Background: an optimization exercise with open tools, aiming at small area, a short achievable clock period and few clock cycles. Do not read the settings as production practice. In this exercise RTL edits were held to simulation tests only and were not proved equivalent to the original. The flow treats the clock pin as an ideal source, which a real chip does not have. Power is estimated from default activity; no workload was simulated.

== red ==
==> flow/design.v <==
`timescale 1ns / 1ps
module Top(
    input clk,
    input rst,
    output [8:0] imem_addr,
    input  [8:0] imem_data,
    output [17:0] dmem_addr,
    input  [8:0]  dmem_rdata,
    output        dmem_we,
    output [8:0]  dmem_wdata,
    output        done
);
localparam DS = 3;             
localparam DN = 18 / DS;       
localparam O_LDACR = 4'd0, O_LOAD = 4'd1, O_STORER = 4'd2, O_STACR = 4'd3,
           O_ADD = 4'd4, O_SUB = 4'd5, O_MUL = 4'd6, O_DIV = 4'd7,
           O_IMM = 4'd8, O_MULR = 4'd9, O_LDAC = 4'd10;
localparam C_NOP = 3'd0, C_INC = 3'd1, C_DEC = 3'd2, C_EXIT = 3'd3,
           C_JLSB = 3'd4, C_JNLSB = 3'd5, C_JNNEG = 3'd6, C_MULTI = 3'd7;
reg        rq;                 
reg [8:0]  pc, iw;
reg [1:0]  k;
reg [3:0]  op;
reg [17:0] ac, mar;
reg        c0, c17;            
reg        we, dn;
reg        ld;                 
reg        dvb;                
reg        mlb;                
reg [4:0]  cnt;
reg [17:0] r1, r2, r3, r4, r5, r6, r7, r8;
assign imem_addr  = pc;
assign dmem_addr  = mar;
assign dmem_we    = we;
assign dmem_wdata = ac[8:0];
assign done       = dn;
reg [2:0] c1;
reg [1:0] n1;
reg [3:0] mc;
always @* begin
    c1 = C_NOP; n1 = 2'd0; mc = O_LDACR;
    case (iw)
        9'd4:  begin c1 = C_MULTI; mc = O_LDAC;   end
        9'd11: begin c1 = C_MULTI; mc = O_LDACR;  end
        9'd18: begin c1 = C_MULTI; mc = O_LOAD;   end
        9'd22: begin c1 = C_MULTI; mc = O_STORER; end
        9'd25: begin c1 = C_MULTI; mc = O_STACR;  end
        9'd30: begin c1 = C_INC; n1 = 2'd1; end
        9'd32: begin c1 = C_INC; n1 = 2'd2; end
        9'd34: begin c1 = C_INC; n1 = 2'd3; end
        9'd36: begin c1 = C_DEC; n1 = 2'd1; end
        9'd38: begin c1 = C_DEC; n1 = 2'd2; end
        9'd40: begin c1 = C_DEC; n1 = 2'd3; end
        9'd42: begin c1 = C_MULTI; mc = O_ADD;  end
        9'd46: begin c1 = C_MULTI; mc = O_SUB;  end
        9'd50: begin c1 = C_MULTI; mc = O_MUL;  end
        9'd53: begin c1 = C_MULTI; mc = O_DIV;  end
        9'd56: begin c1 = C_MULTI; mc = O_IMM;  end
        9'd59: begin c1 = C_MULTI; mc = O_MULR; end
        9'd63: c1 = C_JLSB;
        9'd67: c1 = C_JNLSB;
        9'd71: c1 = C_JNNEG;
        9'd75: c1 = C_EXIT;
        default: c1 = C_NOP;
    endcase
end
reg [17:0] rd;
always @* begin
    case (iw[2:0])
        3'd0: rd = r8;
        3'd1: rd = r1;
        3'd2: rd = r2;
        3'd3: rd = r3;
        3'd4: rd = r4;
        3'd5: rd = r5;
        3'd6: rd = r6;
        default: rd = r7;
    endcase
end
wire busy  = ld | dvb;                     
wire k1x   = (k == 2'd1) && (c1 != C_MULTI);
wire needx = k1x || (k == 2'd2) || (k == 2'd3);
wire isj   = (k == 2'd1) && (c1 == C_JLSB || c1 == C_JNLSB || c1 == C_JNNEG);
wire jt    = (c1 == C_JLSB)  ? ~c0 :
             (c1 == C_JNLSB) ?  c0 : ~c17;
wire x1    = k1x && !busy;                        
wire x2    = (k == 2'd2) && !busy && !mlb;         
wire x3    = (k == 2'd3) && !busy;                 
wire ismul = (op == O_MUL) || (op == O_MULR);
wire        mfirst = x2 && ismul;
wire        mact   = mfirst || mlb;
wire [17:0] msrc   = (op == O_MULR) ? rd : {9'd0, iw};
wire [17:0] msh    = msrc >> cnt;
wire        mlast  = mlb ? (msh[17:1] == 17'd0) : (msrc[17:2] == 16'd0);
wire        sub = (k == 2'd1) ? (c1 == C_DEC) : (op == O_SUB && !mlb);
wire        xz  = mlb ? 1'b0 :
                  (k == 2'd1) ? 1'b0 :
                  (op == O_LOAD || op == O_IMM || op == O_STACR) ? 1'b1 :
                  ismul ? ~msrc[0] : 1'b0;
reg  [17:0] addy;
always @* begin
    if (mlb)                    addy = msh[0] ? mar : 18'd0;
    else if (k == 2'd1)         addy = {16'd0, n1};
    else case (op)
        O_ADD, O_SUB, O_LOAD, O_STACR: addy = rd;
        O_IMM:                  addy = {9'd0, iw};
        O_MUL, O_MULR:          addy = msrc[1] ? {ac[16:0], 1'b0} : 18'd0;
        default:                addy = 18'd0;         
    endcase
end
wire [17:0] addx = xz ? 18'd0 : ac;
wire [17:0] sum  = addx + (sub ? ~addy : addy) + {17'd0, sub};
wire        dfirst = x2 && (op == O_DIV);
wire [8:0]  dv     = dvb ? mar[8:0] : iw;
reg  [8:0]  drem;
reg  [17:0] dq;
reg  [9:0]  dt;
integer i;
always @* begin
    drem = dvb ? mar[17:9] : 9'd0;
    dq   = ac;
    for (i = 0; i < DS; i = i + 1) begin
        dt = {drem, dq[17]};
        if (dt >= {1'b0, dv}) begin
            drem = dt[8:0] - dv;
            dq   = {dq[16:0], 1'b1};
        end else begin
            drem = dt[8:0];
            dq   = {dq[16:0], 1'b0};
        end
    end
end
wire dlast = (cnt == DN - 1);
wire halt = (k == 2'd1) && (c1 == C_EXIT);
wire adv  = !(needx && busy) && !halt && !(mact && !mlast);
wire [17:0] rwd = ac & {18{~rq}};
wire        rwr = x2 && (op == O_STORER);
always @(posedge clk) begin
    if (rq || (rwr && iw[2:0] == 3'd1)) r1 <= rwd;
    if (rq || (rwr && iw[2:0] == 3'd2)) r2 <= rwd;
    if (rq || (rwr && iw[2:0] == 3'd3)) r3 <= rwd;
    if (rq || (rwr && iw[2:0] == 3'd4)) r4 <= rwd;
    if (rq || (rwr && iw[2:0] == 3'd5)) r5 <= rwd;
    if (rq || (rwr && iw[2:0] == 3'd6)) r6 <= rwd;
    if (rq || (rwr && iw[2:0] == 3'd7)) r7 <= rwd;
    if (rq || (rwr && iw[2:0] == 3'd0)) r8 <= rwd;
end
always @(posedge clk) begin
    rq <= rst;
    if (rq) begin
        pc <= 9'd0; k <= 2'd0;
        ac <= 18'd0; c0 <= 1'b0; c17 <= 1'b0;
        we <= 1'b0; dn <= 1'b0; ld <= 1'b0;
        dvb <= 1'b0; mlb <= 1'b0; cnt <= 5'd0;
    end else begin
        we <= 1'b0;
        ld <= 1'b0;
        if (adv) begin
            iw <= imem_data;
            if (isj) begin
                pc <= jt ? imem_data : pc + 9'd1;
                k  <= 2'd0;
            end else begin
                pc <= pc + 9'd1;
                if (k == 2'd1 && c1 == C_MULTI) begin
                    k  <= 2'd2;
                    op <= mc;
                end else if (k == 2'd2 && op == O_LDAC)
                    k <= 2'd3;
                else
                    k <= 2'd1;
            end
        end
        if (x1) begin
            if (c1 == C_INC || c1 == C_DEC) begin
                ac <= sum; c0 <= sum[0]; c17 <= sum[17];
            end
            if (c1 == C_EXIT) dn <= 1'b1;
        end
        if (x2) begin
            case (op)
                O_LOAD, O_ADD, O_SUB, O_IMM, O_MUL, O_MULR:
                          begin ac <= sum; c0 <= sum[0]; c17 <= sum[17]; end
                O_STORER: begin c0 <= sum[0]; c17 <= sum[17]; end
                O_STACR:  begin mar <= rd; we <= 1'b1; c0 <= sum[0]; c17 <= sum[17]; end
                O_LDACR:  begin mar <= rd; ld <= 1'b1; end
                O_LDAC:   mar[8:0] <= iw;
                default: ;
            endcase
        end
        if (x3) begin
            mar[17:9] <= iw;
            ld <= 1'b1;
        end
        if (ld) begin
            ac <= {9'd0, dmem_rdata}; c0 <= dmem_rdata[0]; c17 <= 1'b0;
        end
        if (mlb) begin
            ac <= sum; c0 <= sum[0]; c17 <= sum[17];
        end
        if (mact) begin
            if (mlast) begin
                mlb <= 1'b0; cnt <= 5'd0;
            end else begin
                mar <= mlb ? {mar[16:0], 1'b0} : {ac[15:0], 2'b00};
                mlb <= 1'b1; cnt <= mlb ? cnt + 5'd1 : 5'd2;
            end
        end
        if (dfirst || dvb) begin
            ac <= dq;
            if (dlast) begin
                c0 <= dq[0]; c17 <= dq[17];
                dvb <= 1'b0; cnt <= 5'd0;
            end else begin
                mar <= {drem, dv};
                dvb <= 1'b1; cnt <= cnt + 5'd1;
            end
        end
    end
end
endmodule
Settings: LEC_CHECK=0, CAP_MARGIN=20, CORE_MARGIN=2, CORE_UTILIZATION=40, SLEW_MARGIN=20; clock period 74.0 ns.
standard.sh (not shown) runs the stock make flow with config.mk's settings and CLKGATE_MAP_FILE= SYNTH_SCRIPT=/design/flow/synth_recipe.tcl, a recipe that flattens the netlist after the stock synthesis.
==> flow/flow/run.sh <==
#!/bin/bash
# The standard layout (standard.sh) with these changes:
#  - synthesis: flow/synth.tcl, the standard synthesis script with ABC mapping
#    the combinational logic for area (flow/abc_area.script); adders are left
#    to ABC (no full/half adder cell mapping, no Kogge-Stone carry trees),
#  - the port buffers are buf_2 cells,
#  - after CTS, flow/outputs.tcl makes the registers that drive output ports
#    faster (larger drive strength, or internal loads moved behind a buffer),
#  - optional clock tree settings from flow/cts.env.
# The make output goes to flow.log; ORFS keeps each step's log in orfs/logs.
set -euo pipefail
here=$(pwd)
export MY_ABC_SCRIPT="$here/flow/abc_area.script"
export ADDER_MAP_FILE=
export SYNTH_OPERATIONS_ARGS="-nofsm"
export BUFFER_PORTS_ARGS="-buffer_cell sky130_fd_sc_hd__buf_2"
export POST_CTS_TCL="$here/flow/outputs.tcl"
if [[ -f flow/cts.env ]]; then source flow/cts.env; fi
sed "s#SYNTH_SCRIPT=[^ ]*#SYNTH_SCRIPT=$here/flow/synth.tcl#" standard.sh > own.sh
bash own.sh > flow.log 2>&1
==> flow/flow/cts.env <==
export CTS_CLUSTER_SIZE=26
export CTS_CLUSTER_DIAMETER=100
Other scripts of this flow, unchanged in this note and not shown: flow/flow/abc_area.script, flow/flow/outputs.tcl, flow/flow/synth.tcl
red finished end to end and its layout was clean on timing, DRC and antenna.
Testbench counts of red, summed over its fixed seeds: cycles 157,379.
Setup changes, red to blue
==> flow/flow/cts.env <==
export CTS_ARGS="-sink_clustering_enable -repair_clock_nets -sink_clustering_size 26 -sink_clustering_max_diameter 100 -dont_use_dummy_load"
Results
- What red reported for initial detailed-routing violation count has to be multiplied by 1.09 to get the figure for blue.
- Compared with red, in blue fmax stayed essentially flat, final cell count essentially unchanged, post-layout total power has decreased.
- Summary of blue over red: power share of the combinational group +0.3 points; number of global-route vias before repair ~0 delta; post-layout minimum cycle time -0.0085 ns.
#### Input delta (green over blue)
removed: flow/flow/cts.env
Findings:
- green: all stages complete, timing, DRC and antenna checks passed
- blue has completed all stages; timing, DRC and antenna checks passed.
- Going from blue to green, maximum resistive drop on vdd +0.0000087 V, number of instances in the synthesized netlist barely changed, design area went up by 3.7%, share of total power in combinational logic now sits lower, ratio of routed vias to standard cells now smaller.
- green vs blue — total power after layout climbed by more than 10%
- Met2 capacity usage during global routing: blue vs green — no meaningful difference
- Side by side, sequential share of layout area turned out lower in green than in blue.
- Worst slew slack as a fraction of its limit: green better than blue
- Global-route usage, green and blue: larger value in green

[separate check: timing with driven ports]
Ports are ideal in the flow. The routed layouts listed here were re-timed in OpenROAD.
Step 1 assumes that a clkbuf_16 drives the clock port and a buf_2 every other input.
Step 2 times the ports against the registers' clock, not the clock port: input delays grow and output delays shrink by t, the midpoint of the rising clock arrivals with the driver on.
Slacks: no drivers / after step 1 / after step 2; pairs: no drivers / after step 1.
run	t, ns	setup slack, ns	worst setup path at the end	slew at the worst register clock pin (ns)	pins driven straight from the clock port
red	0.546	58.078 / 58.029 / 58.531	input to register	0.12 / 0.12	1
blue	0.522	58.087 / 58.036 / 58.530	input to register	0.11 / 0.11	1
green	0.591	58.071 / 58.027 / 58.521	input to register	0.07 / 0.07	1
After both steps setup and hold are still met in every run listed.
